This design comes from an exercise in tuning for small area, a short achievable clock period and few clock cycles per item on the open sky130 flow, not from production work.
In this exercise RTL edits were held to simulation tests only and were not proved equivalent to the original.
Power figures rest on the tool's default switching activity, not on a simulated workload.

==> inputs of job 9177 <==
==> flow/design.v <==
module SelectionSort_custom_SIMD_instruction (clk, reset,
	in_v, rd, vrd1, vrd2,
		in_data, in_vdata1, in_vdata2,
	out_v, out_rd, out_vrd1, out_vrd2,
		out_data, out_vdata1, out_vdata2);
	input clk, reset;
	input in_v;
	input [4:0] rd;
	input [2:0] vrd1, vrd2;
	input [32-1:0] in_data;
	input [256-1:0] in_vdata1, in_vdata2;
	output out_v;
	output [4:0] out_rd;
	output [2:0] out_vrd1, out_vrd2;
	output [32-1:0] out_data;
	output [256-1:0] out_vdata1, out_vdata2;
	reg v1, v2, v3;
	reg [10:0] t1, t2, t3;
	always @(posedge clk) begin
		if (reset) begin
			v1 <= 1'b0; v2 <= 1'b0; v3 <= 1'b0;
		end else begin
			v1 <= in_v; v2 <= v1; v3 <= v2;
		end
		t1 <= {rd, vrd1, vrd2};
		t2 <= t1;
		t3 <= t2;
	end
	assign out_v = v3;
	assign {out_rd, out_vrd1, out_vrd2} = t3;
	assign out_data = 32'd0;
	assign out_vdata2 = {256{1'b0}};
	reg [255:0] d1;
	always @(posedge clk) d1 <= in_vdata1;
	reg [255:0] d2;
	reg [7:0] g2 [0:7];
	integer i, j;
	always @(posedge clk) begin
		d2 <= d1;
		for (i = 0; i < 8; i = i + 1)
			for (j = 0; j < 8; j = j + 1)
				g2[i][j] <= (i < j) ? (d1[32*i +: 32] > d1[32*j +: 32]) : 1'b0;
	end
	reg [7:0] prec [0:7];    
	reg [3:0] rank [0:7];
	reg [255:0] sel_out;
	integer p;
	always @* begin
		for (i = 0; i < 8; i = i + 1) begin
			rank[i] = 4'd0;
			for (j = 0; j < 8; j = j + 1) begin
				if (j < i)      prec[i][j] = ~g2[j][i];
				else if (j > i) prec[i][j] = g2[i][j];
				else            prec[i][j] = 1'b0;
				rank[i] = rank[i] + prec[i][j];
			end
		end
		sel_out = 256'd0;
		for (p = 0; p < 8; p = p + 1)
			for (i = 0; i < 8; i = i + 1)
				if (rank[i] == p)
					sel_out[32*p +: 32] = sel_out[32*p +: 32] | d2[32*i +: 32];
	end
	reg [255:0] d3;
	always @(posedge clk) d3 <= sel_out;
	assign out_vdata1 = d3;
endmodule
==> flow/run.sh <==
#!/bin/bash
# synth_recipe.tcl (not shown) runs the flow's synth.tcl, then flattens the netlist and writes it again
# the make line also repeats each setting of config.mk as NAME=value (left out here)
make -C /OpenROAD-flow-scripts/flow DESIGN_CONFIG=/design/flow/config.mk WORK_HOME=/design/flow/orfs CLKGATE_MAP_FILE= SYNTH_SCRIPT=/design/flow/synth_recipe.tcl finish
==> flow/config.mk <==
export PLATFORM = sky130hd
export DESIGN_NAME = SelectionSort_custom_SIMD_instruction
export DESIGN_NICKNAME = SelectionSort_custom_SIMD_instruction
export VERILOG_FILES = /design/flow/design.v
export SDC_FILE = /design/flow/constraint.sdc
export NUM_CORES = 4
export LEC_CHECK = 0
export CAP_MARGIN = 20
export CORE_MARGIN = 2
export CORE_UTILIZATION = 45
export SLEW_MARGIN = 20
==> flow/constraint.sdc <==
create_clock -name core_clock -period 4.5 [get_ports {clk}]
set_input_delay 0.9000 -clock core_clock [delete_from_list [all_inputs] [get_ports {clk}]]
set_output_delay 0.9000 -clock core_clock [all_outputs]
set_load 0.01 [all_outputs]
==> job 5474 (differences from job 9177) <==
==> flow/design.v (replaced) <==
module SelectionSort_custom_SIMD_instruction (clk, reset,
	in_v, rd, vrd1, vrd2,
		in_data, in_vdata1, in_vdata2,
	out_v, out_rd, out_vrd1, out_vrd2,
		out_data, out_vdata1, out_vdata2);
	input clk, reset;
	input in_v;
	input [4:0] rd;
	input [2:0] vrd1, vrd2;
	input [32-1:0] in_data;
	input [256-1:0] in_vdata1, in_vdata2;
	output out_v;
	output [4:0] out_rd;
	output [2:0] out_vrd1, out_vrd2;
	output [32-1:0] out_data;
	output [256-1:0] out_vdata1, out_vdata2;
	function [1:0] gp_tree;   
		input [31:0] a, b;
		input integer w;
		reg [31:0] g, p;
		integer n, k;
		begin
			g = a & ~b;
			p = a | ~b;
			for (n = 32; n > 1; n = n / 2)
				if (n <= w)
					for (k = 0; k < n / 2; k = k + 1) begin
						g[k] = g[2*k+1] | (p[2*k+1] & g[2*k]);
						p[k] = p[2*k+1] & p[2*k];
					end
			gp_tree = {g[0], p[0]};
		end
	endfunction
	reg v1, v2;
	reg [10:0] t1, t2;
	always @(posedge clk) begin
		if (reset) begin
			v1 <= 1'b0; v2 <= 1'b0;
		end else begin
			v1 <= in_v; v2 <= v1;
		end
		t1 <= {rd, vrd1, vrd2};
		t2 <= t1;
	end
	assign out_v = v2;
	assign {out_rd, out_vrd1, out_vrd2} = t2;
	assign out_data = 32'd0;
	assign out_vdata2 = {256{1'b0}};
	integer i, j, k;
	reg [7:0] g [0:7];
	reg [1:0] gp;
	always @* begin
		for (i = 0; i < 8; i = i + 1)
			for (j = 0; j < 8; j = j + 1)
				if (i < j) begin
					gp = gp_tree(in_vdata1[32*i +: 32], in_vdata1[32*j +: 32], 32);
					g[i][j] = gp[1];
				end else
					g[i][j] = 1'b0;
	end
	reg [6:0] prec [0:7];
	always @* begin
		for (i = 0; i < 8; i = i + 1)
			for (j = 0; j < 8; j = j + 1)
				if (j < i)
					prec[i][j] = ~g[j][i];
				else if (j > i)
					prec[i][j-1] = g[i][j];
	end
	reg [3:0] ea [0:7];
	reg [4:0] eb [0:7];
	reg [2:0] ba;
	reg [3:0] bb;
	always @(posedge clk) begin
		for (i = 0; i < 8; i = i + 1) begin
			ba = prec[i][2:0];
			bb = prec[i][6:3];
			ea[i] <= {ba[0] & ba[1] & ba[2],
			          (ba[0] & ba[1] & ~ba[2]) | (ba[0] & ~ba[1] & ba[2]) | (~ba[0] & ba[1] & ba[2]),
			          (ba[0] & ~ba[1] & ~ba[2]) | (~ba[0] & ba[1] & ~ba[2]) | (~ba[0] & ~ba[1] & ba[2]),
			          ~ba[0] & ~ba[1] & ~ba[2]};
			eb[i] <= {bb[0] & bb[1] & bb[2] & bb[3],
			          ((bb[0] ^ bb[1]) & bb[2] & bb[3]) | (bb[0] & bb[1] & (bb[2] ^ bb[3])),
			          (bb[0] & bb[1] & ~bb[2] & ~bb[3]) | (~bb[0] & ~bb[1] & bb[2] & bb[3]) | ((bb[0] ^ bb[1]) & (bb[2] ^ bb[3])),
			          ((bb[0] ^ bb[1]) & ~bb[2] & ~bb[3]) | (~bb[0] & ~bb[1] & (bb[2] ^ bb[3])),
			          ~bb[0] & ~bb[1] & ~bb[2] & ~bb[3]};
		end
	end
	reg [255:0] d1;
	always @(posedge clk) d1 <= in_vdata1;
	reg [7:0] rank1h [0:7];
	integer a, b;
	always @* begin
		for (i = 0; i < 8; i = i + 1) begin
			rank1h[i] = 8'd0;
			for (a = 0; a < 4; a = a + 1)
				for (b = 0; b < 5; b = b + 1)
					rank1h[i][a+b] = rank1h[i][a+b] | (ea[i][a] & eb[i][b]);
		end
	end
	reg [255:0] sel_out, dout;
	integer p;
	always @* begin
		sel_out = 256'd0;
		for (p = 0; p < 8; p = p + 1)
			for (i = 0; i < 8; i = i + 1)
				sel_out[32*p +: 32] = sel_out[32*p +: 32] | (d1[32*i +: 32] & {32{rank1h[i][p]}});
	end
	always @(posedge clk) dout <= sel_out;
	assign out_vdata1 = dout;
endmodule
==> flow/flow/run.sh (new file) <==
#!/bin/bash
# Layout flow: the standard layout (standard.sh), with these changes:
#  - the ports are buffered by sky130_fd_sc_hd__buf_2 cells instead of the
#    default port buffer cell;
#  - the pin placer may put pins on neighbouring tracks (1114 pins need more than
#    the default 2-track spacing leaves on this die).
set -euo pipefail
export BUFFER_PORTS_ARGS="-buffer_cell sky130_fd_sc_hd__buf_2"
export PLACE_PINS_ARGS="-min_distance 1 -min_distance_in_tracks"
bash standard.sh > standard_finish.log 2>&1
==> flow/standard.sh (new file) <==
#!/bin/bash
# synth_recipe.tcl (not shown) runs the flow's synth.tcl, then flattens the netlist and writes it again
# the make line also repeats each setting of config.mk as NAME=value (left out here)
make -C /OpenROAD-flow-scripts/flow DESIGN_CONFIG=/design/flow/config.mk WORK_HOME=/design/flow/orfs CLKGATE_MAP_FILE= SYNTH_SCRIPT=/design/flow/synth_recipe.tcl "${@:-finish}"
--- a/flow/config.mk
+++ b/flow/config.mk
@@ -7,5 +7,10 @@
 export LEC_CHECK = 0
+export ABC_AREA = 1
 export CAP_MARGIN = 20
 export CORE_MARGIN = 2
-export CORE_UTILIZATION = 45
+export CORE_UTILIZATION = 35
+export CTS_CLUSTER_DIAMETER = 100
+export CTS_CLUSTER_SIZE = 30
+export PLACE_DENSITY = 0.45
+export SETUP_SLACK_MARGIN = 2.4
 export SLEW_MARGIN = 20
removed: flow/run.sh
==> job 1293 (differences from job 9177) <==
==> flow/design.v (replaced) <==
module SelectionSort_custom_SIMD_instruction (clk, reset,
	in_v, rd, vrd1, vrd2,
		in_data, in_vdata1, in_vdata2,
	out_v, out_rd, out_vrd1, out_vrd2,
		out_data, out_vdata1, out_vdata2);
	input clk, reset;
	input in_v;
	input [4:0] rd;
	input [2:0] vrd1, vrd2;
	input [32-1:0] in_data;
	input [256-1:0] in_vdata1, in_vdata2;
	output out_v;
	output [4:0] out_rd;
	output [2:0] out_vrd1, out_vrd2;
	output [32-1:0] out_data;
	output [256-1:0] out_vdata1, out_vdata2;
	function [1:0] gp_tree;   
		input [31:0] a, b;
		input integer w;
		reg [31:0] g, p;
		integer n, k;
		begin
			g = a & ~b;
			p = a | ~b;
			for (n = 32; n > 1; n = n / 2)
				if (n <= w)
					for (k = 0; k < n / 2; k = k + 1) begin
						g[k] = g[2*k+1] | (p[2*k+1] & g[2*k]);
						p[k] = p[2*k+1] & p[2*k];
					end
			gp_tree = {g[0], p[0]};
		end
	endfunction
	function [7:0] onehot_count7;
		input [6:0] b;
		reg [3:0] ea; reg [4:0] eb; integer i, j;
		begin
			ea[0] = ~b[0] & ~b[1] & ~b[2];
			ea[1] = (b[0] & ~b[1] & ~b[2]) | (~b[0] & b[1] & ~b[2]) | (~b[0] & ~b[1] & b[2]);
			ea[2] = (b[0] & b[1] & ~b[2]) | (b[0] & ~b[1] & b[2]) | (~b[0] & b[1] & b[2]);
			ea[3] = b[0] & b[1] & b[2];
			eb[0] = ~b[3] & ~b[4] & ~b[5] & ~b[6];
			eb[4] = b[3] & b[4] & b[5] & b[6];
			eb[1] = (b[3] ^ b[4]) & ~b[5] & ~b[6] | ~b[3] & ~b[4] & (b[5] ^ b[6]);
			eb[3] = (b[3] ^ b[4]) & b[5] & b[6] | b[3] & b[4] & (b[5] ^ b[6]);
			eb[2] = (b[3] & b[4] & ~b[5] & ~b[6]) | (~b[3] & ~b[4] & b[5] & b[6]) | ((b[3] ^ b[4]) & (b[5] ^ b[6]));
			onehot_count7 = 8'd0;
			for (i = 0; i < 4; i = i + 1)
				for (j = 0; j < 5; j = j + 1)
					onehot_count7[i+j] = onehot_count7[i+j] | (ea[i] & eb[j]);
		end
	endfunction
	reg v1, v2;
	reg [10:0] t1, t2;
	always @(posedge clk) begin
		if (reset) begin
			v1 <= 1'b0; v2 <= 1'b0;
		end else begin
			v1 <= in_v; v2 <= v1;
		end
		t1 <= {rd, vrd1, vrd2};
		t2 <= t1;
	end
	assign out_v = v2;
	assign {out_rd, out_vrd1, out_vrd2} = t2;
	assign out_data = 32'd0;
	assign out_vdata2 = {256{1'b0}};
	integer i, j, k;
	reg [7:0] g [0:7];
	reg [1:0] gp;
	always @(posedge clk) begin
		for (i = 0; i < 8; i = i + 1)
			for (j = 0; j < 8; j = j + 1)
				if (i < j) begin
					gp = gp_tree(in_vdata1[32*i +: 32], in_vdata1[32*j +: 32], 32);
					g[i][j] <= gp[1];
				end else
					g[i][j] <= 1'b0;
	end
	reg [255:0] d1;
	always @(posedge clk) d1 <= in_vdata1;
	reg [6:0] prec [0:7];
	reg [7:0] rank1h [0:7];
	always @* begin
		for (i = 0; i < 8; i = i + 1)
			for (j = 0; j < 8; j = j + 1)
				if (j < i)
					prec[i][j] = ~g[j][i];
				else if (j > i)
					prec[i][j-1] = g[i][j];
	end
	always @* begin
		for (i = 0; i < 8; i = i + 1)
			rank1h[i] = onehot_count7(prec[i]);
	end
	reg [255:0] sel_out, dout;
	integer p;
	always @* begin
		sel_out = 256'd0;
		for (p = 0; p < 8; p = p + 1)
			for (i = 0; i < 8; i = i + 1)
				sel_out[32*p +: 32] = sel_out[32*p +: 32] | (d1[32*i +: 32] & {32{rank1h[i][p]}});
	end
	always @(posedge clk) dout <= sel_out;
	assign out_vdata1 = dout;
endmodule
==> flow/flow/run.sh (new file) <==
#!/bin/bash
# Layout flow: the standard layout (standard.sh), with two changes:
#  - synthesis maps with ABC's plain "map" (flow/abc_area.script) instead of "map -B 0.9";
#    the rest of ORFS's scripts are used as they are (copied to scripts_abc/);
#  - the ports are buffered by sky130_fd_sc_hd__buf_2 cells.
set -euo pipefail
rm -rf scripts_abc
mkdir scripts_abc
cp -r "$FLOW_HOME/scripts/." scripts_abc/
cp flow/abc_area.script scripts_abc/abc_area.script
SCRIPTS_DIR="$PWD/scripts_abc" bash standard.sh synth > standard_synth.log 2>&1
export BUFFER_PORTS_ARGS="-buffer_cell sky130_fd_sc_hd__buf_2"
bash standard.sh > standard_finish.log 2>&1
==> flow/flow/abc_area.script (new file) <==
strash
dch
map
topo
stime -c
buffer -c
upsize -c
dnsize -c
==> flow/standard.sh (new file) <==
#!/bin/bash
# synth_recipe.tcl (not shown) runs the flow's synth.tcl, then flattens the netlist and writes it again
# the make line also repeats each setting of config.mk as NAME=value (left out here)
make -C /OpenROAD-flow-scripts/flow DESIGN_CONFIG=/design/flow/config.mk WORK_HOME=/design/flow/orfs CLKGATE_MAP_FILE= SYNTH_SCRIPT=/design/flow/synth_recipe.tcl "${@:-finish}"
--- a/flow/config.mk
+++ b/flow/config.mk
@@ -7,2 +7,3 @@
 export LEC_CHECK = 0
+export ABC_AREA = 1
 export CAP_MARGIN = 20
@@ -10,2 +11,5 @@
 export CORE_UTILIZATION = 45
+export CTS_CLUSTER_DIAMETER = 100
+export CTS_CLUSTER_SIZE = 30
+export SETUP_SLACK_MARGIN = 2.5
 export SLEW_MARGIN = 20
removed: flow/run.sh
==> qor summary <==
metric	job 5474	job 1293	job 9177
Vias in the first global route	49,000	-	47,500
Critical path depth	12	-	11
Kind of end point of the critical path	flip-flop	-	flip-flop
TritonCTS clock tree	yes	-	yes
Worst slack after detailed placement	0.976 ns	-	0.572 ns
Number of cell rows	128	111	123
Number of tap cells inserted	1,625	-	1,500
Internal Pwr Total	12.0 mW	-	21.2 mW
Largest class	multi-input combinational cells	-	multi-input combinational cells
Status	complete, no violations	did not finish	complete, no violations
Failing step	-	I/O pin placement (3_2_place_iop)	-
Antenna diode count	25	-	21
Count of final hold-check violations	0	-	0
Cells after synthesis	6,695	5,847	5,498
Testbench counts of job 9177, summed over its fixed seeds: cycles 32,016, vectors 32,000.
Testbench counts of job 5474, summed over its fixed seeds: cycles 32,008, vectors 32,000.
Testbench counts of job 1293, summed over its fixed seeds: cycles 32,008, vectors 32,000.

==> port drivers added, routing unchanged <==
Ports are ideal in the flow. The routed layouts listed here were re-timed in OpenROAD.
Step 1 assumes that a clkbuf_16 drives the clock port and a buf_2 every other input.
Step 2, shift: input delay + t, output delay - t, t = (earliest + latest rising clock arrival at the registers) / 2. This alone moves slack from input paths to output paths.
Three values: ideal ports, drivers, drivers and shift; two values: the first two.
run | t, ns | setup slack, ns | worst slew at a driven data input, ns
job 9177 | 0.743 | 0.315 / 0.315 / 0.315 | 0.17
job 5474 | 0.760 | 2.152 / 2.165 / 1.405 | 0.12
After both steps setup and hold are still met in every run listed. For job 5474, which loses most, drivers alone change the setup slack by +0.013 ns; drivers and shift together by -0.747 ns.
